Background: an optimization exercise with open tools, aiming at small area. Do not read the settings as production practice. Only simulation tests tie the RTL to the original design; equivalence was not proved.

rev 12:
// mrfm_dsp
module mrfm_dsp
  (input clock,
   input reset,
   input enable,
   input serial_strobe,
   input [6:0] serial_addr,
   input [31:0] serial_data,
   input [11:0] rx_a_a,
   input [11:0] rx_b_a,
   output [15:0] adc_out,
   output [15:0] filt_out,
   output strobe_out);
   reg        k0nz, k1nz;
   reg [7:0]  rate_0, rate_1;
   reg [4:0]  shift;           
   wire       wr_decim = serial_strobe & (serial_addr == 7'd64);
   wire       wr_coeff = serial_strobe & (serial_addr == 7'd67);
   wire       wr_shift = serial_strobe & (serial_addr == 7'd68);
   wire       wr_k0    = serial_strobe & (serial_addr == 7'd75);
   wire       wr_k1    = serial_strobe & (serial_addr == 7'd76);
   always @(posedge clock)
     if (reset) begin
        k0nz <= 1'b0;
        k1nz <= 1'b0;
        rate_0 <= 8'd0;
        rate_1 <= 8'd0;
        shift <= 5'd0;
     end else begin
        if (wr_k0) k0nz <= |serial_data;
        if (wr_k1) k1nz <= |serial_data;
        if (wr_decim) begin
           rate_0 <= serial_data[7:0];
           rate_1 <= serial_data[15:8];
        end
        if (wr_shift)
  ...
==> flow/config.mk <==
export PLATFORM = sky130hd
export DESIGN_NAME = mrfm_dsp
export DESIGN_NICKNAME = mrfm_dsp
export VERILOG_FILES = /design/flow/design.v
export SDC_FILE = /design/flow/constraint.sdc
export NUM_CORES = 4
export LEC_CHECK = 0
export ABC_AREA = 1
export CAP_MARGIN = 20
export CORE_MARGIN = 2
export CORE_UTILIZATION = 65
export CTS_CLUSTER_DIAMETER = 100
export CTS_CLUSTER_SIZE = 26
export PLACE_DENSITY = 0.8
export SLEW_MARGIN = 20
export SYNTH_HIERARCHICAL = 1
export SYNTH_MINIMUM_KEEP_SIZE = 0
==> flow/constraint.sdc <==
create_clock -name core_clock -period 10.0 [get_ports {clock}]
set_input_delay 2.0000 -clock core_clock [delete_from_list [all_inputs] [get_ports {clock}]]
set_output_delay 2.0000 -clock core_clock [all_outputs]
set_load 0.01 [all_outputs]
run.sh (not shown) runs the stock make flow with config.mk's settings and CLKGATE_MAP_FILE= SYNTH_SCRIPT=/design/flow/synth_recipe.tcl, a recipe that flattens the netlist after the stock synthesis.
What rev 13 does differently from rev 12 at the input level:
Settings: clearing PLACE_DENSITY, which used to be 0.8; swapping 100 for 90 in CTS_CLUSTER_DIAMETER; swapping 26 for 22 in CTS_CLUSTER_SIZE; swapping 65 for 50 in CORE_UTILIZATION.
Results
As far as post-CTS clock slew at the launch and capture registers of the worst setup and hold paths is concerned, rev 13 and rev 12 perform about the same. [diff] cell area after layout, rev 13 relative to rev 12: regression.

---

Starting RTL as in the previous note.
Settings: LEC_CHECK=0, ABC_AREA=1, CAP_MARGIN=0, CORE_MARGIN=2, CORE_UTILIZATION=50, CTS_CLUSTER_DIAMETER=90, CTS_CLUSTER_SIZE=22, SLEW_MARGIN=0, SYNTH_HIERARCHICAL=1, SYNTH_MINIMUM_KEEP_SIZE=0; clock period 10.0 ns.
Change:
Settings changed: CAP_MARGIN 0 to 20, CORE_UTILIZATION 50 to 65, PLACE_DENSITY set to 0.8, SLEW_MARGIN 0 to 20.
Outcome: Core utilization rose by 16 points. Non-clock buffer count fell by 4. Setup slack gets worse by 0.058 ns.
Change:
Settings changed: CORE_UTILIZATION 65 to 50, CTS_CLUSTER_DIAMETER 90 to 100, CTS_CLUSTER_SIZE 22 to 26, PLACE_DENSITY 0.8 to not set.
Setup slack improved by 0.055 ns.
First-iteration DRC count fell by 24%.
Count of clock-buffer cells in the layout fell by 7.
Cell count rose by 5.6%.
Area after synthesis is unchanged.
Wire length rose by 4.2%.
Clock skew rose by 0.025 ns.

---

mrfm_dsp, a different RTL version from the one above (not shown whole).
For scale: roughly 4500 cells after synthesis, roughly 100 I/O pins, roughly 39000 um^2 of cells after synthesis.
Settings: LEC_CHECK=0, ABC_AREA=1, CAP_MARGIN=20, CORE_MARGIN=2, CORE_UTILIZATION=65, CTS_BUF_LIST=sky130_fd_sc_hd__clkbuf_4 sky130_fd_sc_hd__clkbuf_8, SLEW_MARGIN=20; clock period 10.0 ns.
The starting point completed without violations.
Edit:
- CORE_UTILIZATION: 65 -> 40
- CTS_BUF_LIST: sky130_fd_sc_hd__clkbuf_4 sky130_fd_sc_hd__clkbuf_8 -> unset
Effect: Synthesized cell count stays the same. Area after synthesis does not change. Design area rises slightly. Non-clock buffer count rises by 9. Register-to-register slack gets worse by 0.095 ns. Die area rises by well over a third.

---

mrfm_dsp, a different RTL version from the one above (not shown whole).
Size: roughly 490 flip-flops, ~35000 sq um of cells after synthesis.
Settings: LEC_CHECK=0, ABC_AREA=1, CAP_MARGIN=20, CORE_MARGIN=2, CORE_UTILIZATION=50, CTS_CLUSTER_DIAMETER=100, CTS_CLUSTER_SIZE=26, SLEW_MARGIN=20, SYNTH_HIERARCHICAL=1, SYNTH_MINIMUM_KEEP_SIZE=0; clock period 10.0 ns.
The baseline ran to the end with no violations.
Then changed:
Settings changed: CORE_UTILIZATION 50 to 65, CTS_CLUSTER_DIAMETER 100 to 90, CTS_CLUSTER_SIZE 26 to 22, PLACE_DENSITY set to 0.8.
Effect:
- maximum frequency stays flat
- synthesized cell count is unchanged
- via count is higher by 3.9%

==> port drivers added, routing unchanged <==
No port has a modelled driver above. Below, the same layouts with a new extraction and two added sets of constraints.
Step 1 sets driving cells, clkbuf_16 on the clock port and buf_2 on the other inputs (assumed; they add their load-dependent delay and slew).
Step 2 moves the port delays by t, midway between the first and last clock arrival at a register: inputs arrive t later, outputs are due t later. That takes back most of the time a late clock gives input paths.
a / b / c = ideal ports / drivers / drivers and shift; a / b = the first two.
run | t (ns) | setup WS [ns] | cell pins on the clock port's net
rev 12 | 0.698 | 0.787 / 0.787 / 0.150 | 1
rev 13 | 0.701 | 0.901 / 0.935 / 0.235 | 1
the first run of note 2 | 0.701 | 0.874 / 0.907 / 0.207 | 1
the second run of note 2 | 0.701 | 0.816 / 0.859 / 0.158 | 1
the third run of note 2 | 0.695 | 0.871 / 0.908 / 0.214 | 1
the first run of note 3 | 0.752 | 1.631 / 1.631 / 1.631 | 1
the second run of note 3 | 0.697 | 1.536 / 1.536 / 1.536 | 1
the first run of note 4 | 0.679 | 0.830 / 0.830 / 0.235 | 1
the second run of note 4 | 0.676 | 0.854 / 0.888 / 0.212 | 1
After both steps every run listed still meets setup and hold. The setup slack of the first run of note 2, which loses most, moves by +0.033 ns with the drivers and by -0.667 ns with both steps.
